Source: an optimization exercise on an open RTL-to-GDS flow (aim: small area). Production flows keep margins and buffers that such runs may drop.
RTL that was checked went through simulation tests only; none was proved equivalent to the original.
Function not checked in runs 2 and 3: the RTL went through the layout flow alone.
No driver is modelled on the clock port, so clocking that relies on it looks cheaper here than on a real chip.
Power and IR drop assume default switching activity.

[design/flow/design.v]
`default_nettype none
module processor( input         clk, reset,
                  output [31:0] PC,
                  input  [31:0] instruction,
                  output        WE,
                  output [31:0] address_to_mem,
                  output [31:0] data_to_mem,
                  input  [31:0] data_from_mem
                );
	reg         p;
	reg  [31:0] PCr;
	reg  [31:0] rf [1:31];
	wire regWrite, isSTORE, isOPIMM, isQB, selPC, selRS1, useRs2, sub;
	wire useSum, shR, shL, isAnd, isSlt, isLink, isLOAD, isBRANCH, isBNE;
	wire left, arith;
	wire [9:0] immsel;
	ctrl CTRL (instruction, regWrite, isSTORE, isOPIMM, isQB, selPC, selRS1, useRs2, sub,
	           useSum, shR, shL, isAnd, isSlt, isLink, isLOAD, isBRANCH, isBNE,
	           left, arith, immsel);
	always @(posedge clk) p <= ~p;
	wire [31:0] x;
	wire [31:1] we, sel1, sel2;
	rf_dec DEC_W (instruction[11:7],  regWrite, we);
	rf_dec_r DEC_1 (instruction[19:15], sel1);
	rf_dec_r DEC_2 (instruction[24:20], sel2);
	genvar r, b;
	generate
		for (r = 1; r < 32; r = r + 1) begin : g_rf
			wire wen_r = ~we[r];
			wire [31:0] d_r;
			for (b = 0; b < 32; b = b + 1) begin : g_bit
				rf_nxt NXT (rf[r][b], x[b], we[r], wen_r, d_r[b]);
			end
			always @(posedge clk) rf[r] <= d_r;
		end
	endgenerate
	wire pc1 = p & (instruction[19:15] != 5'd0);
	wire pc2 = (p & (instruction[24:20] != 5'd0)) ^ sub;
	wire [31:0] rd1, rd2;    
	generate
		for (b = 0; b < 32; b = b + 1) begin : g_rd
			wire [31:1] col;
			for (r = 1; r < 32; r = r + 1) begin : g_col
				assign col[r] = rf[r][b];
			end
			rf_rmux RM1 (col, sel1, pc1, rd1[b]);
			rf_rmux RM2 (col, sel2, pc2, rd2[b]);
		end
	endgenerate
	wire [31:0] An, Bn, sum, gand;
	opmux OPMUX (PCr, rd1, rd2, instruction, selPC, selRS1, useRs2, immsel, An, Bn);
	add32 ADD (An, Bn, sub, isQB, sum, gand);
	wire [31:0] shr;
	shifter SH (rd1, isOPIMM ? instruction[24:20] : rd2[4:0], left, arith, shr);
	wire [31:0] pc4;
	wire [31:2] pcc;    
	assign pc4[1:0] = PCr[1:0];
	assign pc4[2] = ~PCr[2];
	assign pcc[3] = PCr[2];
	generate
		for (b = 3; b < 32; b = b + 1) begin : g_inc
			if (b < 31) begin : h
				c_ha HA (PCr[b], pcc[b], pc4[b], pcc[b+1]);
			end else begin : t
				assign pc4[b] = PCr[b] ^ pcc[b];
			end
		end
	endgenerate
	wire lt = (rd1[31] ^ ~rd2[31]) ? rd1[31] : sum[31];
	wbmux WB (useSum, sum, shR, shr, shL, isAnd, gand, isLink, pc4, isLOAD, data_from_mem,
	          isSlt & lt, p, x);
	wire eq = (rd1 == rd2);
	wire taken = isLink | (isBRANCH & (eq ^ isBNE));
	wire [31:0] PCn;
	pcmux PCMUX (taken, sum, pc4, reset, PCn);
	always @(posedge clk) PCr <= PCn;
	assign PC = PCr;
	assign WE = isSTORE;
	assign address_to_mem = sum;
	assign data_to_mem = rd2;
endmodule
module ctrl(input [31:0] I,
            output regWrite, isSTORE, isOPIMM, isQB, selPC, selRS1, useRs2, sub,
            output useSum, shR, shL, isAnd, isSlt, isLink, isLOAD, isBRANCH, isBNE,
            output left, arith,
            output [9:0] immsel);
	wire [6:0] op = I[6:0];
	wire [2:0] f3 = I[14:12];
	wire isOP   = (op == 7'b0110011);
	assign isOPIMM = (op == 7'b0010011);
	assign isLOAD  = (op == 7'b0000011);
	assign isSTORE = (op == 7'b0100011);
	assign isBRANCH = (op == 7'b1100011);
	wire isJAL  = (op == 7'b1101111);
	wire isJALR = (op == 7'b1100111);
	wire isLUI  = (op == 7'b0110111);
	wire isAUIPC = (op == 7'b0010111);
	assign isQB = (op == 7'b0001011);
	wire f7zero = (I[31:25] == 7'b0000000);
	wire f7sub  = (I[31:25] == 7'b0100000);
	wire f7ok   = f7zero | f7sub;
	wire opValid = (f3 == 3'b001) | (f3 == 3'b010) | (f3 == 3'b111) |
	               (((f3 == 3'b000) | (f3 == 3'b101)) & f7ok);
	wire opimmValid = (f3 != 3'b101) | f7ok;
	assign regWrite = (isOP & opValid) | (isOPIMM & opimmValid) | isLOAD | isJAL |
	                  isJALR | isLUI | isAUIPC | isQB;
	wire isShift = (isOP | isOPIMM) & (f3[1:0] == 2'b01);      
	assign isSlt  = isOP & (f3 == 3'b010);
	assign isAnd  = isOP & (f3 == 3'b111);
	assign isLink = isJAL | isJALR;
	assign useSum = ~(isShift | isSlt | isAnd | isLink | isLOAD);
	assign left   = ~f3[2];
	assign arith  = I[30];
	assign shR    = isShift & f3[2];
	assign shL    = isShift & ~f3[2];
	assign isBNE  = (f3 == 3'b001);
	assign selPC  = isBRANCH | isJAL | isAUIPC;
	assign selRS1 = ~(selPC | isLUI);
	assign useRs2 = isOP | isQB;
	assign sub    = isOP & ~f3[2] & ~f3[0] & (f3[1] | I[30]);
	wire tU = isLUI | isAUIPC;
	wire tI = ~(useRs2 | isSTORE | isBRANCH | isJAL | tU);
	assign immsel[0] = tI;
	assign immsel[1] = isSTORE;
	assign immsel[2] = tI | isJAL;
	assign immsel[3] = isSTORE | isBRANCH;
	assign immsel[4] = tI | isSTORE | isBRANCH | isJAL;
	assign immsel[5] = tI | isSTORE | isBRANCH;
	assign immsel[6] = isBRANCH;
	assign immsel[7] = isJAL;
	assign immsel[8] = tU;
	assign immsel[9] = tI | isSTORE;
endmodule
module opmux(input [31:0] pc, rs1, rs2, I, input selPC, selRS1, useRs2,
             input [9:0] immsel, output [31:0] An, Bn);
	wire useImm = ~useRs2;
	wire tUJ = immsel[8] | immsel[7];
	genvar b;
	generate
		for (b = 0; b < 32; b = b + 1) begin : g
			c_aoi22 AM (selPC, pc[b], selRS1, rs1[b], An[b]);
			if (b == 0) begin : b0
				c_aoi222 BM (useRs2, rs2[b], immsel[0], I[20], immsel[1], I[7], Bn[b]);
			end else if (b < 5) begin : b1
				c_aoi222 BM (useRs2, rs2[b], immsel[2], I[20+b], immsel[3], I[7+b], Bn[b]);
			end else if (b < 11) begin : b5
				c_aoi22 BM (useRs2, rs2[b], immsel[4], I[20+b], Bn[b]);
			end else if (b == 11) begin : b11
				wire t1, t2;
				c_aoi22 BM1 (useRs2, rs2[b], immsel[9], I[31], t1);
				c_aoi22 BM2 (immsel[6], I[7], immsel[7], I[20], t2);
				c_and2 BM (t1, t2, Bn[b]);
			end else if (b < 20) begin : b12
				c_aoi222 BM (useRs2, rs2[b], immsel[5], I[31], tUJ, I[b], Bn[b]);
			end else if (b < 31) begin : b20
				c_aoi222 BM (useRs2, rs2[b], immsel[4], I[31], immsel[8], I[b], Bn[b]);
			end else begin : b31
				c_aoi22 BM (useRs2, rs2[b], useImm, I[31], Bn[b]);
			end
		end
	endgenerate
endmodule
module wbmux(input useSum, input [31:0] sum, input shR, input [31:0] sh, input shL,
             input isAnd, input [31:0] gand, input isLink, input [31:0] pc4,
             input isLOAD, input [31:0] mem, input slt, input p, output [31:0] x);
	genvar b;
	generate
		for (b = 0; b < 32; b = b + 1) begin : g
			wire g1, g2, wd;
			c_aoi222 M1 (useSum, sum[b], shR, sh[b], shL, sh[31-b], g1);
			c_aoi222 M2 (isAnd, gand[b], isLink, pc4[b], isLOAD, mem[b], g2);
			if (b == 0) begin : b0
				c_nand3 N (g1, g2, ~slt, wd);
			end else begin : bn
				c_nand2 N (g1, g2, wd);
			end
			c_xor2 X (wd, p, x[b]);
		end
	endgenerate
endmodule
module pcmux(input taken, input [31:0] sum, pc4, input reset, output [31:0] y);
	wire nt = ~taken;
	genvar b;
	generate
		for (b = 0; b < 32; b = b + 1) begin : g
			wire t;
			c_aoi22 M (taken, sum[b], nt, pc4[b], t);
			c_nor2 R (t, reset, y[b]);
		end
	endgenerate
endmodule
module shifter(input [31:0] a, input [4:0] s, input left, input arith, output [31:0] y);
	wire right = ~left;
	wire ar = arith & right;
	wire fill, filln, filln4;
	c_and2  F1 (ar, a[31], fill);       
	c_nand2 F0 (ar, a[31], filln);      
	c_nand2 F4 (ar, a[31], filln4);     
	wire [4:0] sn = ~s;
	wire [31:0] i0, l0, l1, l2, l3;    
	genvar b;
	generate
		for (b = 0; b < 32; b = b + 1) begin : g
			c_aoi22 R (left, a[31-b], right, a[b], i0[b]);
			if (b < 31) begin : s0a c_aoi22 S0 (s[0], i0[b+1], sn[0], i0[b], l0[b]); end
			else        begin : s0b c_aoi22 S0 (s[0], filln,   sn[0], i0[b], l0[b]); end
			if (b < 30) begin : s1a c_aoi22 S1 (s[1], l0[b+2], sn[1], l0[b], l1[b]); end
			else        begin : s1b c_aoi22 S1 (s[1], fill,    sn[1], l0[b], l1[b]); end
			if (b < 28) begin : s2a c_aoi22 S2 (s[2], l1[b+4], sn[2], l1[b], l2[b]); end
			else        begin : s2b c_aoi22 S2 (s[2], filln,   sn[2], l1[b], l2[b]); end
			if (b < 24) begin : s3a c_aoi22 S3 (s[3], l2[b+8], sn[3], l2[b], l3[b]); end
			else        begin : s3b c_aoi22 S3 (s[3], fill,    sn[3], l2[b], l3[b]); end
			if (b < 16) begin : s4a c_aoi22 S4 (s[4], l3[b+16], sn[4], l3[b], y[b]); end
			else        begin : s4b c_aoi22 S4 (s[4], filln4,   sn[4], l3[b], y[b]); end
		end
	endgenerate
endmodule
module rf_nxt(input s, x, we, wen, output d);
	assign d = ~((wen | x) & (we | s));
endmodule
module rf_dec(input [4:0] a, input en, output [31:1] y);
	wire [4:0] an;
	wire [3:0] lon;
	wire [7:0] hin;
	genvar i, r;
	generate
		for (i = 0; i < 5; i = i + 1) begin : g_inv
			c_inv I (a[i], an[i]);
		end
		for (i = 0; i < 4; i = i + 1) begin : g_lo
			c_nand2 L ((i % 2) ? a[0] : an[0], ((i / 2) % 2) ? a[1] : an[1], lon[i]);
		end
		for (i = 0; i < 8; i = i + 1) begin : g_hi
			c_nand4 H (en, (i % 2) ? a[2] : an[2], ((i / 2) % 2) ? a[3] : an[3],
			           ((i / 4) % 2) ? a[4] : an[4], hin[i]);
		end
		for (r = 1; r < 32; r = r + 1) begin : g
			c_nor2 N (lon[r % 4], hin[r / 4], y[r]);
		end
	endgenerate
endmodule
module rf_dec_r(input [4:0] a, output [31:1] y);
	wire [4:0] an;
	wire [3:0] lon;
	wire [7:0] hin;
	genvar i, r;
	generate
		for (i = 0; i < 5; i = i + 1) begin : g_inv
			c_inv I (a[i], an[i]);
		end
		for (i = 0; i < 4; i = i + 1) begin : g_lo
			c_nand2 L ((i % 2) ? a[0] : an[0], ((i / 2) % 2) ? a[1] : an[1], lon[i]);
		end
		for (i = 0; i < 8; i = i + 1) begin : g_hi
			c_nand3 H ((i % 2) ? a[2] : an[2], ((i / 2) % 2) ? a[3] : an[3],
			           ((i / 4) % 2) ? a[4] : an[4], hin[i]);
		end
		for (r = 1; r < 32; r = r + 1) begin : g
			c_nor2 N (lon[r % 4], hin[r / 4], y[r]);
		end
	endgenerate
endmodule
module rf_rmux(input [31:1] d, input [31:1] sel, input pc, output y);
	wire [10:0] g;
	wire [2:0] h;
	wire n;
	genvar k;
	generate
		for (k = 0; k < 10; k = k + 1) begin : g_aoi
			c_aoi222 A (d[3*k+1], sel[3*k+1], d[3*k+2], sel[3*k+2], d[3*k+3], sel[3*k+3], g[k]);
		end
	endgenerate
	c_nand2 N31 (d[31], sel[31], g[10]);
	c_nand4 H0 (g[0], g[1], g[2], g[3], h[0]);
	c_nand4 H1 (g[4], g[5], g[6], g[7], h[1]);
	c_nand3 H2 (g[8], g[9], g[10], h[2]);
	c_nor3  NO (h[0], h[1], h[2], n);
	c_xnor2 XO (n, pc, y);
endmodule
module add32(input [31:0] an, input [31:0] bn, input cin, input kill,
             output [31:0] s, output [31:0] g);
	wire p0, p1, p2, p3, p4, p5, p6, pn7;
	wire pp7, p8, p9, p10, p11, p12, p13, p14;
	wire pn15, pp15, p16, p17, p18, p19, p20, p21;
	wire p22, pn23, pp23, p24, p25, p26, p27, p28;
	wire p29, p30, p31, g0c, i_g0c, G1, G2, P2;
	wire G3, P3, G4, P4, G5, P5, G6, P6;
	wire G7, P7, G8, P8, G9, P9, G10, P10;
	wire G11, P11, G12, P12, G13, P13, G14, P14;
	wire G15, P15, G16, P16, G17, G18, P18, G19;
	wire P19, G20, P20, G21, P21, G22, P22, G23;
	wire P23, G24, P24, G25, G26, P26, G27, P27;
	wire G28, P28, G29, G30, P30, G31, i_G29, G32;
	wire i_G25, G33, G34, G35, i_G17, G36, G37, G38;
	wire G39, G40, i_G32, G41, G42, i_G1, G43, G44;
	wire G45, G46, G47, i_G33, G48, G49, G50, G51;
	wire i_G34, G52, G53, G54, G55, i_G35, G56, G57;
	c_xor2 XP0 (an[0], bn[0], p0);
	c_nor2 NG0 (an[0], bn[0], g[0]);
	c_xor2 XP1 (an[1], bn[1], p1);
	c_nor2 NG1 (an[1], bn[1], g[1]);
	c_xor2 XP2 (an[2], bn[2], p2);
	c_nor2 NG2 (an[2], bn[2], g[2]);
	c_xor2 XP3 (an[3], bn[3], p3);
	c_nor2 NG3 (an[3], bn[3], g[3]);
	c_xor2 XP4 (an[4], bn[4], p4);
	c_nor2 NG4 (an[4], bn[4], g[4]);
	c_xor2 XP5 (an[5], bn[5], p5);
	c_nor2 NG5 (an[5], bn[5], g[5]);
	c_xor2 XP6 (an[6], bn[6], p6);
	c_nor2 NG6 (an[6], bn[6], g[6]);
	c_xnor2 XP7 (an[7], bn[7], pn7);
	c_nor2 KP7 (pn7, kill, pp7);
	c_nor3 KG7 (an[7], bn[7], kill, g[7]);
	c_xor2 XP8 (an[8], bn[8], p8);
	c_nor2 NG8 (an[8], bn[8], g[8]);
	c_xor2 XP9 (an[9], bn[9], p9);
	c_nor2 NG9 (an[9], bn[9], g[9]);
	c_xor2 XP10 (an[10], bn[10], p10);
	c_nor2 NG10 (an[10], bn[10], g[10]);
	c_xor2 XP11 (an[11], bn[11], p11);
	c_nor2 NG11 (an[11], bn[11], g[11]);
	c_xor2 XP12 (an[12], bn[12], p12);
	c_nor2 NG12 (an[12], bn[12], g[12]);
	c_xor2 XP13 (an[13], bn[13], p13);
	c_nor2 NG13 (an[13], bn[13], g[13]);
	c_xor2 XP14 (an[14], bn[14], p14);
	c_nor2 NG14 (an[14], bn[14], g[14]);
	c_xnor2 XP15 (an[15], bn[15], pn15);
	c_nor2 KP15 (pn15, kill, pp15);
	c_nor3 KG15 (an[15], bn[15], kill, g[15]);
	c_xor2 XP16 (an[16], bn[16], p16);
	c_nor2 NG16 (an[16], bn[16], g[16]);
	c_xor2 XP17 (an[17], bn[17], p17);
	c_nor2 NG17 (an[17], bn[17], g[17]);
	c_xor2 XP18 (an[18], bn[18], p18);
	c_nor2 NG18 (an[18], bn[18], g[18]);
	c_xor2 XP19 (an[19], bn[19], p19);
	c_nor2 NG19 (an[19], bn[19], g[19]);
	c_xor2 XP20 (an[20], bn[20], p20);
	c_nor2 NG20 (an[20], bn[20], g[20]);
	c_xor2 XP21 (an[21], bn[21], p21);
	c_nor2 NG21 (an[21], bn[21], g[21]);
	c_xor2 XP22 (an[22], bn[22], p22);
	c_nor2 NG22 (an[22], bn[22], g[22]);
	c_xnor2 XP23 (an[23], bn[23], pn23);
	c_nor2 KP23 (pn23, kill, pp23);
	c_nor3 KG23 (an[23], bn[23], kill, g[23]);
	c_xor2 XP24 (an[24], bn[24], p24);
	c_nor2 NG24 (an[24], bn[24], g[24]);
	c_xor2 XP25 (an[25], bn[25], p25);
	c_nor2 NG25 (an[25], bn[25], g[25]);
	c_xor2 XP26 (an[26], bn[26], p26);
	c_nor2 NG26 (an[26], bn[26], g[26]);
	c_xor2 XP27 (an[27], bn[27], p27);
	c_nor2 NG27 (an[27], bn[27], g[27]);
	c_xor2 XP28 (an[28], bn[28], p28);
	c_nor2 NG28 (an[28], bn[28], g[28]);
	c_xor2 XP29 (an[29], bn[29], p29);
	c_nor2 NG29 (an[29], bn[29], g[29]);
	c_xor2 XP30 (an[30], bn[30], p30);
	c_nor2 NG30 (an[30], bn[30], g[30]);
	c_xor2 XP31 (an[31], bn[31], p31);
	c_nor2 NG31 (an[31], bn[31], g[31]);
	c_a21oi CI (p0, cin, g[0], g0c);
	c_inv IV_i_g0c (g0c, i_g0c);
	c_a21oi BG1 (p1, i_g0c, g[1], G1);
	c_a21oi BG2 (p3, g[2], g[3], G2);
	c_nand2 BP2 (p3, p2, P2);
	c_a21oi BG3 (p5, g[4], g[5], G3);
	c_nand2 BP3 (p5, p4, P3);
	c_a21oi BG4 (pp7, g[6], g[7], G4);
	c_nand2 BP4 (pp7, p6, P4);
	c_a21oi BG5 (p9, g[8], g[9], G5);
	c_nand2 BP5 (p9, p8, P5);
	c_a21oi BG6 (p11, g[10], g[11], G6);
	c_nand2 BP6 (p11, p10, P6);
	c_a21oi BG7 (p13, g[12], g[13], G7);
	c_nand2 BP7 (p13, p12, P7);
	c_a21oi BG8 (pp15, g[14], g[15], G8);
	c_nand2 BP8 (pp15, p14, P8);
	c_a21oi BG9 (p17, g[16], g[17], G9);
	c_nand2 BP9 (p17, p16, P9);
	c_a21oi BG10 (p19, g[18], g[19], G10);
	c_nand2 BP10 (p19, p18, P10);
	c_a21oi BG11 (p21, g[20], g[21], G11);
	c_nand2 BP11 (p21, p20, P11);
	c_a21oi BG12 (pp23, g[22], g[23], G12);
	c_nand2 BP12 (pp23, p22, P12);
	c_a21oi BG13 (p25, g[24], g[25], G13);
	c_nand2 BP13 (p25, p24, P13);
	c_a21oi BG14 (p27, g[26], g[27], G14);
	c_nand2 BP14 (p27, p26, P14);
	c_a21oi BG15 (p29, g[28], g[29], G15);
	c_nand2 BP15 (p29, p28, P15);
	c_a21oi BG16 (p31, g[30], g[31], G16);
	c_nand2 BP16 (p31, p30, P16);
	c_o21ai BG17 (P2, G1, G2, G17);
	c_o21ai BG18 (P4, G3, G4, G18);
	c_nor2 BP18 (P4, P3, P18);
	c_o21ai BG19 (P6, G5, G6, G19);
	c_nor2 BP19 (P6, P5, P19);
	c_o21ai BG20 (P8, G7, G8, G20);
	c_nor2 BP20 (P8, P7, P20);
	c_o21ai BG21 (P10, G9, G10, G21);
	c_nor2 BP21 (P10, P9, P21);
	c_o21ai BG22 (P12, G11, G12, G22);
	c_nor2 BP22 (P12, P11, P22);
	c_o21ai BG23 (P14, G13, G14, G23);
	c_nor2 BP23 (P14, P13, P23);
	c_o21ai BG24 (P16, G15, G16, G24);
	c_nor2 BP24 (P16, P15, P24);
	c_a21oi BG25 (P18, G17, G18, G25);
	c_a21oi BG26 (P20, G19, G20, G26);
	c_nand2 BP26 (P20, P19, P26);
	c_a21oi BG27 (P22, G21, G22, G27);
	c_nand2 BP27 (P22, P21, P27);
	c_a21oi BG28 (P24, G23, G24, G28);
	c_nand2 BP28 (P24, P23, P28);
	c_o21ai BG29 (P26, G25, G26, G29);
	c_o21ai BG30 (P28, G27, G28, G30);
	c_nor2 BP30 (P28, P27, P30);
	c_a21oi BG31 (P30, G29, G30, G31);
	c_inv IV_i_G29 (G29, i_G29);
	c_o21ai BG32 (P27, i_G29, G27, G32);
	c_inv IV_i_G25 (G25, i_G25);
	c_a21oi BG33 (P19, i_G25, G19, G33);
	c_a21oi BG34 (P21, G29, G21, G34);
	c_a21oi BG35 (P23, G32, G23, G35);
	c_inv IV_i_G17 (G17, i_G17);
	c_o21ai BG36 (P3, i_G17, G3, G36);
	c_o21ai BG37 (P5, G25, G5, G37);
	c_o21ai BG38 (P7, G33, G7, G38);
	c_o21ai BG39 (P9, i_G29, G9, G39);
	c_o21ai BG40 (P11, G34, G11, G40);
	c_inv IV_i_G32 (G32, i_G32);
	c_o21ai BG41 (P13, i_G32, G13, G41);
	c_o21ai BG42 (P15, G35, G15, G42);
	c_inv IV_i_G1 (G1, i_G1);
	c_a21oi BG43 (p2, i_G1, g[2], G43);
	c_a21oi BG44 (p4, G17, g[4], G44);
	c_a21oi BG45 (p6, G36, g[6], G45);
	c_a21oi BG46 (p8, i_G25, g[8], G46);
	c_a21oi BG47 (p10, G37, g[10], G47);
	c_inv IV_i_G33 (G33, i_G33);
	c_a21oi BG48 (p12, i_G33, g[12], G48);
	c_a21oi BG49 (p14, G38, g[14], G49);
	c_a21oi BG50 (p16, G29, g[16], G50);
	c_a21oi BG51 (p18, G39, g[18], G51);
	c_inv IV_i_G34 (G34, i_G34);
	c_a21oi BG52 (p20, i_G34, g[20], G52);
	c_a21oi BG53 (p22, G40, g[22], G53);
	c_a21oi BG54 (p24, G32, g[24], G54);
	c_a21oi BG55 (p26, G41, g[26], G55);
	c_inv IV_i_G35 (G35, i_G35);
	c_a21oi BG56 (p28, i_G35, g[28], G56);
	c_a21oi BG57 (p30, G42, g[30], G57);
	c_xor2 XS0 (p0, cin, s[0]);
	c_xnor2 XS1 (p1, g0c, s[1]);
	c_xnor2 XS2 (p2, G1, s[2]);
	c_xnor2 XS3 (p3, G43, s[3]);
	c_xor2 XS4 (p4, G17, s[4]);
	c_xnor2 XS5 (p5, G44, s[5]);
	c_xor2 XS6 (p6, G36, s[6]);
	c_xor2 XS7 (pn7, G45, s[7]);
	c_xnor2 XS8 (p8, G25, s[8]);
	c_xnor2 XS9 (p9, G46, s[9]);
	c_xor2 XS10 (p10, G37, s[10]);
	c_xnor2 XS11 (p11, G47, s[11]);
	c_xnor2 XS12 (p12, G33, s[12]);
	c_xnor2 XS13 (p13, G48, s[13]);
	c_xor2 XS14 (p14, G38, s[14]);
	c_xor2 XS15 (pn15, G49, s[15]);
	c_xor2 XS16 (p16, G29, s[16]);
	c_xnor2 XS17 (p17, G50, s[17]);
	c_xor2 XS18 (p18, G39, s[18]);
	c_xnor2 XS19 (p19, G51, s[19]);
	c_xnor2 XS20 (p20, G34, s[20]);
	c_xnor2 XS21 (p21, G52, s[21]);
	c_xor2 XS22 (p22, G40, s[22]);
	c_xor2 XS23 (pn23, G53, s[23]);
	c_xor2 XS24 (p24, G32, s[24]);
	c_xnor2 XS25 (p25, G54, s[25]);
	c_xor2 XS26 (p26, G41, s[26]);
	c_xnor2 XS27 (p27, G55, s[27]);
	c_xnor2 XS28 (p28, G35, s[28]);
	c_xnor2 XS29 (p29, G56, s[29]);
	c_xor2 XS30 (p30, G42, s[30]);
	c_xnor2 XS31 (p31, G57, s[31]);
endmodule
module c_aoi222(input a1, a2, b1, b2, c1, c2, output y);
	assign y = ~(a1 & a2 | b1 & b2 | c1 & c2);
endmodule
module c_nand2(input a, b, output y);
	assign y = ~(a & b);
endmodule
module c_nand3(input a, b, c, output y);
	assign y = ~(a & b & c);
endmodule
module c_nand4(input a, b, c, d, output y);
	assign y = ~(a & b & c & d);
endmodule
module c_nor3(input a, b, c, output y);
	assign y = ~(a | b | c);
endmodule
module c_xnor2(input a, b, output y);
	assign y = ~(a ^ b);
endmodule
module c_aoi22(input a1, a2, b1, b2, output y);
	assign y = ~(a1 & a2 | b1 & b2);
endmodule
module c_and2(input a, b, output y);
	assign y = a & b;
endmodule
module c_nor2(input a, b, output y);
	assign y = ~(a | b);
endmodule
module c_xor2(input a, b, output y);
	assign y = a ^ b;
endmodule
module c_a21oi(input a1, a2, b1, output y);
	assign y = ~(a1 & a2 | b1);
endmodule
module c_o21ai(input a1, a2, b1, output y);
	assign y = ~((a1 | a2) & b1);
endmodule
module c_inv(input a, output y);
	assign y = ~a;
endmodule
module c_ha(input a, b, output s, c);
	assign s = a ^ b;
	assign c = a & b;
endmodule
`default_nettype wire
[design/flow/flow/run.sh]
#!/bin/bash
# Own layout flow: the standard synthesis unchanged, then the standard ORFS
# steps with these changes:
#  - before floorplanning, every combinational cell is swapped to the
#    smallest-area variant of its function (flow/downsize.tcl); the repair
#    steps size up only what timing or slew needs;
#  - ports get buf_1 buffers instead of the default delay buffers;
#  - repair steps may use only buf_1/buf_2 as buffers (flow/dontuse.tcl);
#  - placement is not timing-driven (its built-in repair buffers heavily);
#  - the clock tree uses clkbuf_8 and no dummy loads;
# Each tool's output is in synth.log / layout.log here and in orfs/logs/.
set -euo pipefail
here=$(pwd)
bash standard.sh synth > synth.log 2>&1
bash standard.sh \
  "PRE_FLOORPLAN_TCL=$here/flow/downsize.tcl" \
  "PRE_GLOBAL_PLACE_TCL=$here/flow/dontuse.tcl" \
  "PRE_RESIZE_TCL=$here/flow/dontuse.tcl" \
  "PRE_CTS_TCL=$here/flow/dontuse_cts.tcl" \
  "PRE_GLOBAL_ROUTE_TCL=$here/flow/dontuse.tcl" \
  "BUFFER_PORTS_ARGS=-buffer_cell sky130_fd_sc_hd__buf_1" \
  "CTS_ARGS=-sink_clustering_enable -repair_clock_nets -dont_use_dummy_load -buf_list sky130_fd_sc_hd__clkbuf_8 -sink_clustering_size 14 -sink_clustering_max_diameter 50" \
  finish > layout.log 2>&1
[design/flow/flow/dontuse.tcl]
# Keep the repair steps to small buffers: with the large ones allowed they buffer
# the high-fanout register-file nets with buf_16/clkbuf_16 trees.
set_dont_use {
  sky130_fd_sc_hd__buf_4 sky130_fd_sc_hd__buf_6 sky130_fd_sc_hd__buf_8
  sky130_fd_sc_hd__buf_12 sky130_fd_sc_hd__buf_16
  sky130_fd_sc_hd__bufbuf_8 sky130_fd_sc_hd__bufbuf_16
  sky130_fd_sc_hd__bufinv_8 sky130_fd_sc_hd__bufinv_16
  sky130_fd_sc_hd__clkbuf_1 sky130_fd_sc_hd__clkbuf_2 sky130_fd_sc_hd__clkbuf_4
  sky130_fd_sc_hd__clkbuf_16
  sky130_fd_sc_hd__clkdlybuf4s15_1 sky130_fd_sc_hd__clkdlybuf4s15_2
  sky130_fd_sc_hd__clkdlybuf4s18_1 sky130_fd_sc_hd__clkdlybuf4s18_2
  sky130_fd_sc_hd__clkdlybuf4s25_1 sky130_fd_sc_hd__clkdlybuf4s25_2
  sky130_fd_sc_hd__clkdlybuf4s50_1 sky130_fd_sc_hd__clkdlybuf4s50_2
  sky130_fd_sc_hd__dlygate4sd1_1 sky130_fd_sc_hd__dlygate4sd2_1 sky130_fd_sc_hd__dlygate4sd3_1
  sky130_fd_sc_hd__dlymetal6s2s_1 sky130_fd_sc_hd__dlymetal6s4s_1 sky130_fd_sc_hd__dlymetal6s6s_1
}
if { ![info exists ::my_cts_step] } {
  set_dont_use {sky130_fd_sc_hd__clkbuf_8}
}
[design/flow/flow/dontuse_cts.tcl]
# The clock tree step: same restriction, except clkbuf_8, which the tree uses.
set ::my_cts_step 1
source [file join [file dirname [info script]] dontuse.tcl]
[design/flow/flow/downsize.tcl]
# Swap every combinational cell to the smallest-area variant of its function.
# Synthesis maps each small module on its own and sizes its cells for an
# unknown load; the repair steps later size up only the cells that need it.
source [file join [file dirname [info script]] downsize_map.tcl]
array set dmap $downsize_map
set db [ord::get_db]
set n 0
foreach inst [[ord::get_db_block] getInsts] {
  set m [[$inst getMaster] getName]
  if { [info exists dmap($m)] } {
    $inst swapMaster [$db findMaster $dmap($m)]
    incr n
  }
}
puts "downsize: swapped $n instances to smaller variants"
[design/flow/flow/downsize_map.tcl]
# larger drive strengths and their smallest-area variant (same function)
set downsize_map {
  sky130_fd_sc_hd__a2111o_2 sky130_fd_sc_hd__a2111o_1
  sky130_fd_sc_hd__a2111o_4 sky130_fd_sc_hd__a2111o_1
  sky130_fd_sc_hd__a2111oi_1 sky130_fd_sc_hd__a2111oi_0
  sky130_fd_sc_hd__a2111oi_2 sky130_fd_sc_hd__a2111oi_0
  sky130_fd_sc_hd__a2111oi_4 sky130_fd_sc_hd__a2111oi_0
  sky130_fd_sc_hd__a211o_2 sky130_fd_sc_hd__a211o_1
  sky130_fd_sc_hd__a211o_4 sky130_fd_sc_hd__a211o_1
  sky130_fd_sc_hd__a211oi_2 sky130_fd_sc_hd__a211oi_1
  sky130_fd_sc_hd__a211oi_4 sky130_fd_sc_hd__a211oi_1
  sky130_fd_sc_hd__a21bo_4 sky130_fd_sc_hd__a21bo_2
  sky130_fd_sc_hd__a21boi_2 sky130_fd_sc_hd__a21boi_1
  sky130_fd_sc_hd__a21boi_4 sky130_fd_sc_hd__a21boi_1
  sky130_fd_sc_hd__a21o_2 sky130_fd_sc_hd__a21o_1
  sky130_fd_sc_hd__a21o_4 sky130_fd_sc_hd__a21o_1
  sky130_fd_sc_hd__a21oi_2 sky130_fd_sc_hd__a21oi_1
  sky130_fd_sc_hd__a21oi_4 sky130_fd_sc_hd__a21oi_1
  sky130_fd_sc_hd__a221o_2 sky130_fd_sc_hd__a221o_1
  sky130_fd_sc_hd__a221o_4 sky130_fd_sc_hd__a221o_1
  sky130_fd_sc_hd__a221oi_2 sky130_fd_sc_hd__a221oi_1
  sky130_fd_sc_hd__a221oi_4 sky130_fd_sc_hd__a221oi_1
  sky130_fd_sc_hd__a22o_2 sky130_fd_sc_hd__a22o_1
  sky130_fd_sc_hd__a22o_4 sky130_fd_sc_hd__a22o_1
  sky130_fd_sc_hd__a22oi_2 sky130_fd_sc_hd__a22oi_1
  sky130_fd_sc_hd__a22oi_4 sky130_fd_sc_hd__a22oi_1
  sky130_fd_sc_hd__a2bb2o_2 sky130_fd_sc_hd__a2bb2o_1
  sky130_fd_sc_hd__a2bb2o_4 sky130_fd_sc_hd__a2bb2o_1
  sky130_fd_sc_hd__a2bb2oi_2 sky130_fd_sc_hd__a2bb2oi_1
  sky130_fd_sc_hd__a2bb2oi_4 sky130_fd_sc_hd__a2bb2oi_1
  sky130_fd_sc_hd__a311o_2 sky130_fd_sc_hd__a311o_1
  sky130_fd_sc_hd__a311o_4 sky130_fd_sc_hd__a311o_1
  sky130_fd_sc_hd__a311oi_2 sky130_fd_sc_hd__a311oi_1
  sky130_fd_sc_hd__a311oi_4 sky130_fd_sc_hd__a311oi_1
  sky130_fd_sc_hd__a31o_4 sky130_fd_sc_hd__a31o_2
  sky130_fd_sc_hd__a31oi_2 sky130_fd_sc_hd__a31oi_1
  sky130_fd_sc_hd__a31oi_4 sky130_fd_sc_hd__a31oi_1
  sky130_fd_sc_hd__a32o_2 sky130_fd_sc_hd__a32o_1
  sky130_fd_sc_hd__a32o_4 sky130_fd_sc_hd__a32o_1
  sky130_fd_sc_hd__a32oi_2 sky130_fd_sc_hd__a32oi_1
  sky130_fd_sc_hd__a32oi_4 sky130_fd_sc_hd__a32oi_1
  sky130_fd_sc_hd__a41o_2 sky130_fd_sc_hd__a41o_1
  sky130_fd_sc_hd__a41o_4 sky130_fd_sc_hd__a41o_1
  sky130_fd_sc_hd__a41oi_2 sky130_fd_sc_hd__a41oi_1
  sky130_fd_sc_hd__a41oi_4 sky130_fd_sc_hd__a41oi_1
  sky130_fd_sc_hd__and2_2 sky130_fd_sc_hd__and2_1
  sky130_fd_sc_hd__and2_4 sky130_fd_sc_hd__and2_1
  sky130_fd_sc_hd__and2b_2 sky130_fd_sc_hd__and2b_1
  sky130_fd_sc_hd__and2b_4 sky130_fd_sc_hd__and2b_1
  sky130_fd_sc_hd__and3_2 sky130_fd_sc_hd__and3_1
  sky130_fd_sc_hd__and3_4 sky130_fd_sc_hd__and3_1
  sky130_fd_sc_hd__and3b_2 sky130_fd_sc_hd__and3b_1
  sky130_fd_sc_hd__and3b_4 sky130_fd_sc_hd__and3b_1
  sky130_fd_sc_hd__and4_2 sky130_fd_sc_hd__and4_1
  sky130_fd_sc_hd__and4_4 sky130_fd_sc_hd__and4_1
  sky130_fd_sc_hd__and4b_2 sky130_fd_sc_hd__and4b_1
  sky130_fd_sc_hd__and4b_4 sky130_fd_sc_hd__and4b_1
  sky130_fd_sc_hd__and4bb_4 sky130_fd_sc_hd__and4bb_2
  sky130_fd_sc_hd__buf_12 sky130_fd_sc_hd__buf_1
  sky130_fd_sc_hd__buf_16 sky130_fd_sc_hd__buf_1
  sky130_fd_sc_hd__buf_2 sky130_fd_sc_hd__buf_1
  sky130_fd_sc_hd__buf_4 sky130_fd_sc_hd__buf_1
  sky130_fd_sc_hd__buf_6 sky130_fd_sc_hd__buf_1
  sky130_fd_sc_hd__buf_8 sky130_fd_sc_hd__buf_1
  sky130_fd_sc_hd__ebufn_2 sky130_fd_sc_hd__ebufn_1
  sky130_fd_sc_hd__ebufn_4 sky130_fd_sc_hd__ebufn_1
  sky130_fd_sc_hd__ebufn_8 sky130_fd_sc_hd__ebufn_1
  sky130_fd_sc_hd__einvn_1 sky130_fd_sc_hd__einvn_0
  sky130_fd_sc_hd__einvn_2 sky130_fd_sc_hd__einvn_0
  sky130_fd_sc_hd__einvn_4 sky130_fd_sc_hd__einvn_0
  sky130_fd_sc_hd__einvn_8 sky130_fd_sc_hd__einvn_0
  sky130_fd_sc_hd__einvp_2 sky130_fd_sc_hd__einvp_1
  sky130_fd_sc_hd__einvp_4 sky130_fd_sc_hd__einvp_1
  sky130_fd_sc_hd__einvp_8 sky130_fd_sc_hd__einvp_1
  sky130_fd_sc_hd__fa_2 sky130_fd_sc_hd__fa_1
  sky130_fd_sc_hd__fa_4 sky130_fd_sc_hd__fa_1
  sky130_fd_sc_hd__ha_2 sky130_fd_sc_hd__ha_1
  sky130_fd_sc_hd__ha_4 sky130_fd_sc_hd__ha_1
  sky130_fd_sc_hd__inv_12 sky130_fd_sc_hd__inv_2
  sky130_fd_sc_hd__inv_16 sky130_fd_sc_hd__inv_2
  sky130_fd_sc_hd__inv_4 sky130_fd_sc_hd__inv_2
  sky130_fd_sc_hd__inv_6 sky130_fd_sc_hd__inv_2
  sky130_fd_sc_hd__inv_8 sky130_fd_sc_hd__inv_2
  sky130_fd_sc_hd__maj3_2 sky130_fd_sc_hd__maj3_1
  sky130_fd_sc_hd__maj3_4 sky130_fd_sc_hd__maj3_1
  sky130_fd_sc_hd__mux2_4 sky130_fd_sc_hd__mux2_2
  sky130_fd_sc_hd__mux2_8 sky130_fd_sc_hd__mux2_2
  sky130_fd_sc_hd__mux2i_2 sky130_fd_sc_hd__mux2i_1
  sky130_fd_sc_hd__mux2i_4 sky130_fd_sc_hd__mux2i_1
  sky130_fd_sc_hd__mux4_1 sky130_fd_sc_hd__mux4_2
  sky130_fd_sc_hd__mux4_4 sky130_fd_sc_hd__mux4_2
  sky130_fd_sc_hd__nand2_2 sky130_fd_sc_hd__nand2_1
  sky130_fd_sc_hd__nand2_4 sky130_fd_sc_hd__nand2_1
  sky130_fd_sc_hd__nand2_8 sky130_fd_sc_hd__nand2_1
  sky130_fd_sc_hd__nand2b_2 sky130_fd_sc_hd__nand2b_1
  sky130_fd_sc_hd__nand2b_4 sky130_fd_sc_hd__nand2b_1
  sky130_fd_sc_hd__nand3_2 sky130_fd_sc_hd__nand3_1
  sky130_fd_sc_hd__nand3_4 sky130_fd_sc_hd__nand3_1
  sky130_fd_sc_hd__nand3b_2 sky130_fd_sc_hd__nand3b_1
  sky130_fd_sc_hd__nand3b_4 sky130_fd_sc_hd__nand3b_1
  sky130_fd_sc_hd__nand4_2 sky130_fd_sc_hd__nand4_1
  sky130_fd_sc_hd__nand4_4 sky130_fd_sc_hd__nand4_1
  sky130_fd_sc_hd__nand4b_2 sky130_fd_sc_hd__nand4b_1
  sky130_fd_sc_hd__nand4b_4 sky130_fd_sc_hd__nand4b_1
  sky130_fd_sc_hd__nand4bb_2 sky130_fd_sc_hd__nand4bb_1
  sky130_fd_sc_hd__nand4bb_4 sky130_fd_sc_hd__nand4bb_1
  sky130_fd_sc_hd__nor2_2 sky130_fd_sc_hd__nor2_1
  sky130_fd_sc_hd__nor2_4 sky130_fd_sc_hd__nor2_1
  sky130_fd_sc_hd__nor2_8 sky130_fd_sc_hd__nor2_1
  sky130_fd_sc_hd__nor2b_2 sky130_fd_sc_hd__nor2b_1
  sky130_fd_sc_hd__nor2b_4 sky130_fd_sc_hd__nor2b_1
  sky130_fd_sc_hd__nor3_2 sky130_fd_sc_hd__nor3_1
  sky130_fd_sc_hd__nor3_4 sky130_fd_sc_hd__nor3_1
  sky130_fd_sc_hd__nor3b_2 sky130_fd_sc_hd__nor3b_1
  sky130_fd_sc_hd__nor3b_4 sky130_fd_sc_hd__nor3b_1
  sky130_fd_sc_hd__nor4_2 sky130_fd_sc_hd__nor4_1
  sky130_fd_sc_hd__nor4_4 sky130_fd_sc_hd__nor4_1
  sky130_fd_sc_hd__nor4b_2 sky130_fd_sc_hd__nor4b_1
  sky130_fd_sc_hd__nor4b_4 sky130_fd_sc_hd__nor4b_1
  sky130_fd_sc_hd__nor4bb_2 sky130_fd_sc_hd__nor4bb_1
  sky130_fd_sc_hd__nor4bb_4 sky130_fd_sc_hd__nor4bb_1
  sky130_fd_sc_hd__o2111a_2 sky130_fd_sc_hd__o2111a_1
  sky130_fd_sc_hd__o2111a_4 sky130_fd_sc_hd__o2111a_1
  sky130_fd_sc_hd__o2111ai_2 sky130_fd_sc_hd__o2111ai_1
  sky130_fd_sc_hd__o2111ai_4 sky130_fd_sc_hd__o2111ai_1
  sky130_fd_sc_hd__o211a_4 sky130_fd_sc_hd__o211a_2
  sky130_fd_sc_hd__o211ai_2 sky130_fd_sc_hd__o211ai_1
  sky130_fd_sc_hd__o211ai_4 sky130_fd_sc_hd__o211ai_1
  sky130_fd_sc_hd__o21a_2 sky130_fd_sc_hd__o21a_1
  sky130_fd_sc_hd__o21a_4 sky130_fd_sc_hd__o21a_1
  sky130_fd_sc_hd__o21ai_2 sky130_fd_sc_hd__o21ai_1
  sky130_fd_sc_hd__o21ai_4 sky130_fd_sc_hd__o21ai_1
  sky130_fd_sc_hd__o21ba_4 sky130_fd_sc_hd__o21ba_2
  sky130_fd_sc_hd__o21bai_2 sky130_fd_sc_hd__o21bai_1
  sky130_fd_sc_hd__o21bai_4 sky130_fd_sc_hd__o21bai_1
  sky130_fd_sc_hd__o221a_4 sky130_fd_sc_hd__o221a_2
  sky130_fd_sc_hd__o221ai_2 sky130_fd_sc_hd__o221ai_1
  sky130_fd_sc_hd__o221ai_4 sky130_fd_sc_hd__o221ai_1
  sky130_fd_sc_hd__o22a_2 sky130_fd_sc_hd__o22a_1
  sky130_fd_sc_hd__o22a_4 sky130_fd_sc_hd__o22a_1
  sky130_fd_sc_hd__o22ai_2 sky130_fd_sc_hd__o22ai_1
  sky130_fd_sc_hd__o22ai_4 sky130_fd_sc_hd__o22ai_1
  sky130_fd_sc_hd__o2bb2a_2 sky130_fd_sc_hd__o2bb2a_1
  sky130_fd_sc_hd__o2bb2a_4 sky130_fd_sc_hd__o2bb2a_1
  sky130_fd_sc_hd__o2bb2ai_2 sky130_fd_sc_hd__o2bb2ai_1
  sky130_fd_sc_hd__o2bb2ai_4 sky130_fd_sc_hd__o2bb2ai_1
  sky130_fd_sc_hd__o311a_2 sky130_fd_sc_hd__o311a_1
  sky130_fd_sc_hd__o311a_4 sky130_fd_sc_hd__o311a_1
  sky130_fd_sc_hd__o311ai_2 sky130_fd_sc_hd__o311ai_1
  sky130_fd_sc_hd__o311ai_4 sky130_fd_sc_hd__o311ai_1
  sky130_fd_sc_hd__o31a_2 sky130_fd_sc_hd__o31a_1
  sky130_fd_sc_hd__o31a_4 sky130_fd_sc_hd__o31a_1
  sky130_fd_sc_hd__o31ai_2 sky130_fd_sc_hd__o31ai_1
  sky130_fd_sc_hd__o31ai_4 sky130_fd_sc_hd__o31ai_1
  sky130_fd_sc_hd__o32a_2 sky130_fd_sc_hd__o32a_1
  sky130_fd_sc_hd__o32a_4 sky130_fd_sc_hd__o32a_1
  sky130_fd_sc_hd__o32ai_2 sky130_fd_sc_hd__o32ai_1
  sky130_fd_sc_hd__o32ai_4 sky130_fd_sc_hd__o32ai_1
  sky130_fd_sc_hd__o41a_2 sky130_fd_sc_hd__o41a_1
  sky130_fd_sc_hd__o41a_4 sky130_fd_sc_hd__o41a_1
  sky130_fd_sc_hd__o41ai_2 sky130_fd_sc_hd__o41ai_1
  sky130_fd_sc_hd__o41ai_4 sky130_fd_sc_hd__o41ai_1
  sky130_fd_sc_hd__or2_4 sky130_fd_sc_hd__or2_2
  sky130_fd_sc_hd__or2b_2 sky130_fd_sc_hd__or2b_1
  sky130_fd_sc_hd__or2b_4 sky130_fd_sc_hd__or2b_1
  sky130_fd_sc_hd__or3_2 sky130_fd_sc_hd__or3_1
  sky130_fd_sc_hd__or3_4 sky130_fd_sc_hd__or3_1
  sky130_fd_sc_hd__or3b_4 sky130_fd_sc_hd__or3b_2
  sky130_fd_sc_hd__or4_2 sky130_fd_sc_hd__or4_1
  sky130_fd_sc_hd__or4_4 sky130_fd_sc_hd__or4_1
  sky130_fd_sc_hd__or4b_4 sky130_fd_sc_hd__or4b_2
  sky130_fd_sc_hd__or4bb_2 sky130_fd_sc_hd__or4bb_1
  sky130_fd_sc_hd__or4bb_4 sky130_fd_sc_hd__or4bb_1
  sky130_fd_sc_hd__sdlclkp_2 sky130_fd_sc_hd__sdlclkp_1
  sky130_fd_sc_hd__sdlclkp_4 sky130_fd_sc_hd__sdlclkp_1
  sky130_fd_sc_hd__xnor2_2 sky130_fd_sc_hd__xnor2_1
  sky130_fd_sc_hd__xnor2_4 sky130_fd_sc_hd__xnor2_1
  sky130_fd_sc_hd__xnor3_2 sky130_fd_sc_hd__xnor3_1
  sky130_fd_sc_hd__xnor3_4 sky130_fd_sc_hd__xnor3_1
  sky130_fd_sc_hd__xor2_2 sky130_fd_sc_hd__xor2_1
  sky130_fd_sc_hd__xor2_4 sky130_fd_sc_hd__xor2_1
  sky130_fd_sc_hd__xor3_2 sky130_fd_sc_hd__xor3_1
  sky130_fd_sc_hd__xor3_4 sky130_fd_sc_hd__xor3_1
}
[design/flow/standard.sh]
#!/bin/bash
# synth_recipe.tcl (not shown) runs the flow's synth.tcl, then flattens the netlist and writes it again
# the make line also repeats each setting of config.mk as NAME=value (left out here)
make -C /OpenROAD-flow-scripts/flow DESIGN_CONFIG=/design/flow/config.mk WORK_HOME=/design/flow/orfs CLKGATE_MAP_FILE= SYNTH_SCRIPT=/design/flow/synth_recipe.tcl "${@:-finish}"
[design/flow/config.mk]
export PLATFORM = sky130hd
export DESIGN_NAME = processor
export DESIGN_NICKNAME = processor
export VERILOG_FILES = /design/flow/design.v
export SDC_FILE = /design/flow/constraint.sdc
export NUM_CORES = 8
export LEC_CHECK = 0
export CAP_MARGIN = 20
export CORE_MARGIN = 2
export CORE_UTILIZATION = 45
export CTS_BUF_LIST = sky130_fd_sc_hd__clkbuf_8
export CTS_CLUSTER_DIAMETER = 50
export CTS_CLUSTER_SIZE = 14
export GPL_TIMING_DRIVEN = 0
export PLACE_DENSITY = 0.55
export SETUP_SLACK_MARGIN = 0.45
export SLEW_MARGIN = 20
export SYNTH_HIERARCHICAL = 1
[design/flow/constraint.sdc]
create_clock -name core_clock -period 10.0 [get_ports {clk}]
set_input_delay 2.0000 -clock core_clock [delete_from_list [all_inputs] [get_ports {clk}]]
set_output_delay 2.0000 -clock core_clock [all_outputs]
set_load 0.01 [all_outputs]
==> flow_summary_export.csv, run 1 <==
group,metric,value,unit
outcome,run_status,"complete, no violations",
floorplanning,initial_utilization,45.6,%
sta,max_freq,0.101,GHz
clock_tree,cts_sinks,1025,
sta,fin_crit_sh,98.8,%
worst_setup_path,end_kind,"output port",
worst_setup_path,cp-start-kind,"input port",
worst_setup_path,crit_start,"instruction[24]",
synthesis,synth_fp_nets,4129,
grt,grt_usage,47.6,%
sta,period_minus_slack,9.88,ns
routing,drt_pass1_iterations,14,
sta,rsz0062_at_grt,"true",
sta,drv_slew,0,
floorplanning,io_pins,163,
floorplanning,core_area,91900,µm²
floorplanning,die_area,95500,µm²
place,dp_hpwl,161000,µm
layout,final_cells,6071,
routing,wl_per_cell,40.0,µm
sta,relSlewSlack,8.85,%
clock_tree,hold_buffers,0,
pwr,powerDensity,222,nW/µm²
layout,drive_above_1_share,17.9,%
clock_tree,clk_latency,0.86,ns
place,routabilityCongestion,1.02,
worst_setup_path,regToRegSetupSlack,1.91,ns
routing,vias,48900,
floorplanning,die-height,309,µm
pwr,leakagePower,18.6,nW
worst_setup_path,path_class,"input port to output port",
routing,viasPerCell,8.05,
sta,clock_skew,0.144,ns
sta,setup_viol,0,
synthesis,synth_cells,4035,
worst_setup_path,cp.arrival,7.88,ns
grt,grt_overflow_total,0,
grt,antenna_found_initial,12,
clock_tree,clkTransAtPathRegs,0.04,ns
worst_setup_path,r2r-end,"rf[15][31]",
sta,finalHoldViolations,0,
grt,grt_max_degree,39,
clock_tree,cts-buffers-inserted,113,
routing,ant_nets,0,
floorplanning,rows,111,
routing,drc,0,
place,port_buffers,161,
worst_setup_path,rr_startpoint,"PCr[2]",
grt,grt_pass1_vias,43600,
routing,drt_iter0_markers,12100,
sta,tightest_slew,1.36,ns
layout,finalNetCount,4920,
worst_setup_path,crit_fanout,16,
sta,finalSetupTns,0,ns
grt,grt_first_pass_wirelength,327000,µm
worst_setup_path,rr_worst_depth,34,
synthesis,synth_warnings,9,
worst_setup_path,crit_path_end,"address_to_mem[31]",
pwr,irDropWorstVdd,0.000144,V
clock_tree,cts_tree,"yes",
min_path,hold_path.class,"register to register",
routing,totalWireLength,243000,µm
floorplanning,die_w,309,µm
place,placed_cells,5605,
worst_setup_path,cp.required,8.00,ns
run,cap_violations,0,
## routing by layer
layer | vias to the layer above | routed length [µm] | track usage (%)
met5 | - | 49 | 0
met2 | 4606 | 96500 | 66.4
met3 | 935 | 40600 | 18.1
met1 | 23500 | 86000 | 60.6
met4 | 8 | 19900 | 31.9
li1 | 19800 | - | -
## layout by cell type, fill, tap and decap left out, types with 7 or more instances in the layout
| master | count |
|---|---|
| nor3_1 | 25 |
| nor3_4 | 25 |
| xor2_4 | 32 |
| a222oi_1 | 728 |
| nand3_4 | 7 |
| nor2_2 | 7 |
| nor3_2 | 25 |
| clkbuf_8 | 113 |
| buf_1 | 263 |
| xor2_2 | 8 |
| ha_1 | 28 |
| buf_2 | 421 |
| o22ai_1 | 992 |
| inv_1 | 26 |
| a22oi_1 | 261 |
| xnor2_1 | 79 |
| nand2_1 | 122 |
| nand3_1 | 70 |
| nor2_4 | 97 |
| inv_2 | 40 |
| dfxtp_1 | 1024 |
| nand4_1 | 145 |
| xnor2_4 | 8 |
| xnor2_2 | 31 |
| nand3_2 | 7 |
| a21oi_1 | 31 |
| o21ai_1 | 11 |
| xor2_1 | 36 |
| nor2_1 | 75 |
## sequential cells by signal (all words and copies together), names as in the netlist
register	cells
rf	992
PCr	32
p	1
## what timing repair did
action,4_1_cts,5_1_grt
pin swaps,45,76
setup endpoints to repair,681,44
gates cloned,12,9
setup buffers,87,240
gates resized for setup,128,83
## metrics by stage
| step | hold slack, ns | utilization [%] | total power (W) | setup WS, ns | cell area, µm² |
|---|---|---|---|---|---|
| 6_report | 0.470 | 55.1 | 0.0112 | 0.122 | 50700 |
| 5_1_grt | 0.484 | 55.1 | 0.0115 | 0.287 | 50700 |
| 4_1_cts | 0.473 | 53.4 | 0.0109 | 0.447 | 49100 |
| 3_5_place_dp | 0.458 | 50.5 | 0.00839 | -2.28 | 46400 |
| 3_3_place_gp | 0.449 | 47.9 | 0.00816 | -5.19 | 44100 |
| 2_1_floorplan | 0.441 | - | 0.00676 | 0.568 | 41900 |
## worst max-delay path, cell delays in order
cell and delay [ns]:
buf_2 0.27, clkinvlp_4 0.15, buf_1 0.15, nand3_4 0.17, nor2_4 0.15, buf_2 0.23, buf_1 0.13, buf_2 0.18
buf_1 0.13, a222oi_1 0.39, nand4_1 0.39, nor3_2 0.66, xnor2_2 0.38, a222oi_1 0.55, xor2_1 0.21, a21oi_1 0.29
o21ai_1 0.16, a21oi_1 0.24, o21ai_4 0.13, a21oi_4 0.22, o21ai_2 0.10, a21oi_1 0.23, xnor2_2 0.15, buf_1 0.17
## layout make-up
cell class / instances / area [µm²]
clock buffers: 113 / 1560
plain buffers: 16 / 60.1
multi-input cells: 2929 / 23700
diodes: 4 / 10.0
repair buffers: 672 / 3050
well taps: 1243 / 1560
inverters: 69 / 270
fillers: 8354 / 41300
flip-flops and latches: 1025 / 20500
## power breakdown
part           total [W]  internal [W]  leakage [nW]  switching, W
Clock            0.00248      0.000993         0.812       0.00149
Combinational    0.00362      0.000909          8.61       0.00271
Sequential       0.00514       0.00469          9.16      0.000453
## how the worst min path moves through the flow
| stage | from | endpoint | slack [ns] | cells after the start |
|---|---|---|---|---|
| after floorplan | rf[11][0] | rf[11][0] | 0.44 | 1 |
| after global placement | rf[29][12] | rf[29][12] | 0.45 | 1 |
| after detailed placement | rf[22][14] | rf[22][14] | 0.46 | 1 |
| after CTS | rf[4][14] | rf[4][14] | 0.47 | 1 |
| after global routing | rf[13][6] | rf[13][6] | 0.48 | 1 |
| final | rf[25][0] | rf[25][0] | 0.47 | 1 |
==> inputs of run 2 (changes only) <==
--- a/design/flow/design.v
+++ b/design/flow/design.v
@@ -15,3 +15,3 @@
 	wire left, arith;
-	wire [9:0] immsel;
+	wire [8:0] immsel;
 	ctrl CTRL (instruction, regWrite, isSTORE, isOPIMM, isQB, selPC, selRS1, useRs2, sub,
@@ -85,3 +85,3 @@
             output left, arith,
-            output [9:0] immsel);
+            output [8:0] immsel);
 	wire [6:0] op = I[6:0];
@@ -131,6 +131,5 @@
 	assign immsel[8] = tU;
-	assign immsel[9] = tI | isSTORE;
 endmodule
 module opmux(input [31:0] pc, rs1, rs2, I, input selPC, selRS1, useRs2,
-             input [9:0] immsel, output [31:0] An, Bn);
+             input [8:0] immsel, output [31:0] An, Bn);
 	wire useImm = ~useRs2;
@@ -149,3 +148,3 @@
 				wire t1, t2;
-				c_aoi22 BM1 (useRs2, rs2[b], immsel[9], I[31], t1);
+				c_aoi22 BM1 (useRs2, rs2[b], immsel[5], I[31], t1);
 				c_aoi22 BM2 (immsel[6], I[7], immsel[7], I[20], t2);
==> run 2 against run 1 <==
  * Sequential power is 6.6% lower
  * Worst hold slack better by 0.0061 ns
  * Worst setup slack better by 0.078 ns
  * Still clean
  * Via count decreased by 0.35%
  * Non-clock buffer count shrank 74
==> flow_summary_export.csv, run 2 <==
group,metric,value,unit
outcome,run_status,"complete, no violations",
floorplanning,io_pins,163,
sta,timing.final.ws_setup,0.200,ns
floorplanning,die_area,95500,µm²
layout,utilization,54.7,%
sta,finalHoldViolations,0,
layout,most-common-layout-cells,"dfxtp_1, o22ai_1, a222oi_1",
clock_tree,cts-buffers-inserted,113,
worst_setup_path,cp.arrival,7.80,ns
worst_setup_path,critical_path.max_stage_delay,0.98,ns
grt,grt_first_pass_wirelength,334000,µm
floorplanning,die-height,309,µm
routing,drc,0,
layout,largest_reg_flops,992,
sta,fin_crit_sh,98.0,%
sta,drv_slew,0,
pwr,leakagePower,18.2,nW
grt,grt_usage,48.7,%
routing,ant_nets,0,
layout,finalNetCount,4849,
layout,regMostFlops,"rf",
clock_tree,cts_sinks,1025,
sta,period_minus_slack,9.80,ns
layout,reg_top3,"rf x992, PCr x32, p x1",
grt,grt_use_met2,67.8,%
grt,grt_pass1_vias,44200,
floorplanning,die_w,309,µm
grt,grt_overflow_total,0,
routing,wl_per_cell,40.8,µm
layout,mostFrequentLayoutCell,"dfxtp_1",
grt,grt_use_met3,19.6,%
place,pre_cts_ws,-2.32,ns
sta,relSlewSlack,9.11,%
routing,viasPerCell,8.11,
worst_setup_path,timing.critical_path.buf_inv,5,
grt,gr-usage-met1,61.2,%
routing,drt_pass1_iterations,14,
grt,grt_max_degree,38,
sta,clock_skew,0.0871,ns
place,routabilityCongestion,1.02,
place,port_buffers,161,
worst_setup_path,cp.required,8.00,ns
place,dp_hpwl,161000,µm
sta,rsz0062_at_grt,"false",
pwr,powerDensity,200,nW/µm²
worst_setup_path,cp-start-kind,"input port",
clock_tree,cts_tree,"yes",
pwr,irDropWorstVdd,0.000110,V
sta,setup_viol,0,
worst_setup_path,path_class,"input port to output port",
clock_tree,clk_latency,0.85,ns
worst_setup_path,slowest_stage,"xnor2_1",
worst_setup_path,end_kind,"output port",
routing,drt_iter0_markers,11800,
sta,max_freq,0.102,GHz
min_path,hold_path.class,"register to register",
worst_setup_path,crit_family,"simple AND/OR/NAND/NOR gates",
clock_tree,clkTransAtPathRegs,0.06,ns
layout,drive_above_1_share,16.2,%
grt,antenna_found_initial,8,
floorplanning,rows,111,
routing,vias,48700,
synthesis,synth_fp_nets,4131,
run,cap_violations,0,
floorplanning,core_area,91900,µm²
synthesis,synth_warnings,9,
worst_setup_path,crit_fanout,13,
sta,tightest_slew,1.35,ns
synthesis,synth_cells,4037,
routing,totalWireLength,245000,µm
worst_setup_path,crit_path_cell_trace,"buf_2 -> inv_1 -> nand3_2 -> nor2_4 -> buf_1 -> a222oi_1 -> nand4_1 -> nor3_2 -> xnor2_1 -> a22oi_1 -> xor2_1 -> a21oi_1 -> o21ai_1 -> a21oi_4 -> inv_1 -> a21oi_2 -> xnor2_2 -> buf_2",
grt,gr-max-usage-layer,"met2",
clock_tree,hold_buffers,0,
floorplanning,initial_utilization,45.6,%
run 2: worst reg2reg max path: cells and delay by family (launching register included):
family | cells | cell delay [ns]
simple gates | 1 | 0.31
xor+xnor | 2 | 0.72
fa+ha+maj | 28 | 5.51
compound gates | 2 | 0.54
buf+inv | 1 | 0.58
flops | 1 | 0.35
run 2: area by class of cell:
cell class / count / area [µm²]
flip-flops and latches: 1025 / 20500
well taps: 1243 / 1560
plain buffers: 14 / 52.6
fillers: 8538 / 41700
repair buffers: 600 / 2670
inverters: 70 / 270
multi-input cells: 2931 / 23600
clock buffers: 113 / 1560
diodes: 6 / 15.0
run 2: final timing paths:
path | startpoint | endpoint | slack [ns] | cells after the start
worst min register to register | rf[20][27] | rf[20][27] | 0.48 | 1
worst max register to register | PCr[2] | rf[16][31] | 1.85 | 34
worst min-delay path | rf[20][27] | rf[20][27] | 0.48 | 1
worst max-delay path | instruction[17] | address_to_mem[29] | 0.20 | 18
run 2: what timing repair did:
action                     4_1_cts  5_1_grt
setup buffers                  111      134
pin swaps                       57       52
setup endpoints to repair      791       20
resized for setup              137       76
cloned                          23        5
run 2: power breakdown:
group | switching, W | total, W | leakage [nW] | internal [W]
sequential | 0.000307 | 0.00480 | 9.24 | 0.00449
clock | 0.00147 | 0.00247 | 0.812 | 0.000993
combinational | 0.00210 | 0.00278 | 8.13 | 0.000675
run 2: metal layers:
| layer | wire (µm) | vias up |
|---|---|---|
| met5 | 27 | - |
| met4 | 21000 | 4 |
| met3 | 39900 | 1007 |
| met2 | 96700 | 4563 |
| met1 | 87200 | 23400 |
| li1 | - | 19700 |
run 2: per-stage QoR:
| step | total power (W) | TNS (ns) | instance area [µm²] | hold slack (ns) | std cells |
|---|---|---|---|---|---|
| after CTS | 0.00976 | 0 | 49200 | 0.473 | 5857 |
| after detailed placement | 0.00732 | -799.46 | 46400 | 0.459 | 5610 |
| final | 0.0100 | 0 | 50300 | 0.476 | 6002 |
| after floorplan | 0.00607 | 0 | 41900 | 0.441 | 4037 |
| after global placement | 0.00714 | -4220.97 | 44100 | 0.448 | 5441 |
| after global routing | 0.0102 | 0 | 50300 | 0.483 | 5998 |
==> inputs of run 3 (changes only) <==
--- a/design/flow/flow/run.sh
+++ b/design/flow/flow/run.sh
@@ -8,3 +8,4 @@
 #  - repair steps may use only buf_1/buf_2 as buffers (flow/dontuse.tcl);
-#  - placement is not timing-driven (its built-in repair buffers heavily);
+#  - timing-driven placement keeps none of its own repair changes (they buffer heavily);
+#  - wire capacitance estimates are scaled up (flow/setRC_scaled.tcl) to match extraction;
 #  - the clock tree uses clkbuf_8 and no dummy loads;
@@ -20,2 +21,4 @@
   "PRE_GLOBAL_ROUTE_TCL=$here/flow/dontuse.tcl" \
+  "GPL_KEEP_OVERFLOW=0" \
+  "LAYER_PARASITICS_FILE=$here/flow/setRC_scaled.tcl" \
   "BUFFER_PORTS_ARGS=-buffer_cell sky130_fd_sc_hd__buf_1" \
==> design/flow/flow/setRC_scaled.tcl (new file) <==
# The platform's setRC.tcl with every wire capacitance scaled by 1.15, so that the
# repair steps see wire loads closer to what extraction finds after detailed routing.
# correlateRC.py gcd,ibex,aes,jpeg,chameleon,riscv32i,chameleon_hier
# cap units pf/um
set_layer_rc -layer li1 -capacitance 1.723850e-04 -resistance 7.176e-02
set_layer_rc -layer met1 -capacitance 1.982312e-04 -resistance 8.929e-04
set_layer_rc -layer met2 -capacitance 1.566680e-04 -resistance 8.929e-04
set_layer_rc -layer met3 -capacitance 2.472063e-04 -resistance 1.567e-04
set_layer_rc -layer met4 -capacitance 1.703472e-04 -resistance 1.567e-04
set_layer_rc -layer met5 -capacitance 1.772000e-04 -resistance 1.781e-05
# end correlate

set_layer_rc -via mcon -resistance 9.249146E-3
set_layer_rc -via via -resistance 4.5E-3
set_layer_rc -via via2 -resistance 3.368786E-3
set_layer_rc -via via3 -resistance 0.376635E-3
set_layer_rc -via via4 -resistance 0.00580E-3

set_wire_rc -signal -layer met1
set_wire_rc -clock -layer met3
--- a/design/flow/config.mk
+++ b/design/flow/config.mk
@@ -13,5 +13,5 @@
 export CTS_CLUSTER_SIZE = 14
-export GPL_TIMING_DRIVEN = 0
+export GPL_TIMING_DRIVEN = 1
 export PLACE_DENSITY = 0.55
-export SETUP_SLACK_MARGIN = 0.45
+export SETUP_SLACK_MARGIN = 0.15
 export SLEW_MARGIN = 20
==> run 3 against run 2 <==
  * Clock-buffer cell count is 1 higher
  * Final cell count is essentially flat
  * Combinational power shrank 2%
  * Sequential share of layout area is 0.27 points higher
  * Maximum frequency rose by 1.5%
  * Register-to-register slack worse by 0.17 ns
  * Via count barely moved
  * Global-route usage shrank 1.0 points
  * Core utilization fell by 0.36 points
  * Critical endpoint is now address_to_mem[31]
  * Largest power group unchanged
  * Highest routed layer unchanged
==> flow_summary_export.csv, run 3 <==
group,metric,value,unit
pwr,p_comb_share,27.3,%
clock_tree,clkTransAtPathRegs,0.06,ns
layout,drive_above_1_share,15.8,%
worst_setup_path,critical_path.max_stage_delay,0.87,ns
floorplanning,die_area,95500,µm²
clock_tree,hold_buffers,0,
floorplanning,initial_utilization,45.6,%
min_path,hold_start,"rf[18][13]",
sta,relSlewSlack,21.0,%
grt,grt_pass1_vias,43900,
floorplanning,die_w,309,µm
place,port_buffers,162,
sta,fin_hold_ws,0.475,ns
worst_setup_path,crit_fanout,14,
pwr,total_power,0.0100,W
worst_setup_path,cp-start-kind,"input port",
routing,ant_nets,0,
pwr,powerDensity,201,nW/µm²
worst_setup_path,r2r-end,"rf[28][31]",
layout,regMostFlops,"rf",
sta,tightest_slew,1.18,ns
sta,setup_viol,0,
place,dp_hpwl,165000,µm
pwr,seq_power_share,48.0,%
grt,antenna_found_initial,14,
routing,drt_iter0_markers,12300,
worst_setup_path,rr_startpoint,"PCr[2]",
place,routabilityCongestion,1.03,
pwr,irDropWorstVdd,0.000130,V
worst_setup_path,slowest_stage,"xnor2_1",
layout,nFillCells,8368,
place,dpl_cell_area,46400,µm²
min_path,min_to,"rf[18][13]",
worst_setup_path,crit_path_cell_trace,"buf_2 -> buf_1 -> nand2_8 -> nor2_4 -> buf_2 -> buf_2 -> a222oi_1 -> nand4_1 -> nor3_2 -> xnor2_1 -> a222oi_1 -> xor2_1 -> nand2_1 -> nor2_1 -> a21oi_4 -> o21ai_2 -> a21oi_2 -> xnor2_2 -> buf_1",
sta,drv_slew,0,
routing,drc,0,
synthesis,synth_warnings,9,
worst_setup_path,end_kind,"output port",
clock_tree,cts_tree,"yes",
pwr,leakagePower,18.1,nW
pwr,net-switching-power,0.00387,W
worst_setup_path,cp.required,8.00,ns
grt,grt_overflow_total,0,
worst_setup_path,cpMostUsedCell,"buf_2",
worst_setup_path,regToRegSetupSlack,1.68,ns
outcome,run_status,"complete, no violations",
sta,max_freq,0.104,GHz
routing,wl_per_cell,40.0,µm
floorplanning,die-height,309,µm
worst_setup_path,path_class,"input port to output port",
grt,grt_first_pass_wirelength,330000,µm
grt,grt_max_degree,38,
routing,viasPerCell,8.13,
synthesis,synth_cells,4037,
clock_tree,cts_sinks,1025,
layout,most-common-layout-cells,"dfxtp_1, o22ai_1, a222oi_1",
floorplanning,rows,111,
pwr,switching_share,38.7,%
routing,totalWireLength,240000,µm
floorplanning,io_pins,163,
run,cap_violations,0,
worst_setup_path,rr_worst_depth,34,
sta,finalHoldViolations,0,
layout,final_cell_area,50000,µm²
min_path,min_delay_path_depth,1,
layout,finalNetCount,4840,
sta,rsz0062_at_grt,"true",
grt,grt_usage,47.7,%
clock_tree,clk_latency,0.86,ns
routing,vias,48700,
layout,reg_top3,"rf x992, PCr x32, p x1",
pwr,clkPwrFrac,24.7,%
clock_tree,cts-buffers-inserted,114,
worst_setup_path,cp.arrival,7.66,ns
pwr,power.internal,0.00614,W
floorplanning,core_area,91900,µm²
sta,clock_skew,0.108,ns
synthesis,synth_fp_nets,4131,
sta,period_minus_slack,9.66,ns
routing,drt_pass1_iterations,14,
layout,mostFrequentLayoutCell,"dfxtp_1",
min_path,hold_path.class,"register to register",
sta,finalSetupTns,0,ns
layout,largest_reg_flops,992,
sta,fin_crit_sh,96.6,%
[run 3: power by group through the flow]
stage / Sequential, W / Combinational, W / Clock, W
final: 0.00481 / 0.00273 / 0.00248
after detailed placement: 0.00488 / 0.00248 / 0
after CTS: 0.00480 / 0.00267 / 0.00257
after global routing: 0.00488 / 0.00295 / 0.00274
after global placement: 0.00489 / 0.00243 / 0
after floorplan: 0.00481 / 0.00126 / 0
[run 3: repair_timing]
item	in CTS	in global routing
endpoints found under the setup margin	573	15
pin swaps	47	46
cloned	10	8
buffers inserted	114	129
resized for setup	95	53
[run 3: how the worst max path moves through the flow]
| stage | from | to | slack, ns | cells past startpoint |
|---|---|---|---|---|
| after floorplan | instruction[16] | address_to_mem[31] | 0.61 | 17 |
| after global placement | instruction[20] | rf[1][31] | -5.98 | 23 |
| after detailed placement | instruction[21] | address_to_mem[31] | -1.85 | 22 |
| after CTS | instruction[19] | address_to_mem[31] | 0.17 | 22 |
| after global routing | instruction[24] | address_to_mem[27] | 0.03 | 22 |
| final | instruction[21] | address_to_mem[31] | 0.34 | 19 |
[run 3: worst max-delay path, delay by kind of cell]
family / cells / cell delay (ns)
buffers and inverters: 5 / 1.38
AND/OR/NAND/NOR: 6 / 1.93
AO/OA/AOI/OAI: 5 / 0.84
XOR/XNOR: 3 / 1.47
[run 3: area by class of cell]
class,count,area [µm²],area share [%]
multi-input cells,2929,23300,46.6
flip-flops and latches,1025,20500,41.1
repair buffers,606,2720,5.45
clock buffers,114,1570,3.14
well taps,1243,1560,3.11
inverters,70,263,0.526
diodes,10,25.0,0.0501
[run 3: metrics by stage]
step / worst slack [ns] / utilization [%] / std cells
2_1_floorplan: 0.609 / - / 4037
3_3_place_gp: -5.98 / 47.9 / 5428
3_5_place_dp: -1.85 / 50.5 / 5613
4_1_cts: 0.169 / 53.3 / 5851
5_1_grt: 0.0264 / 54.3 / 5991
6_report: 0.345 / 54.3 / 5997
[run 3: routing by layer]
layer | vias to the layer above | global-route usage, % | wire, µm
met2 | 4420 | 66.1 | 94300
met5 | - | 0 | 77
li1 | 19700 | - | -
met3 | 928 | 19.3 | 38400
met4 | 12 | 32.7 | 20400
met1 | 23700 | 60.1 | 86600
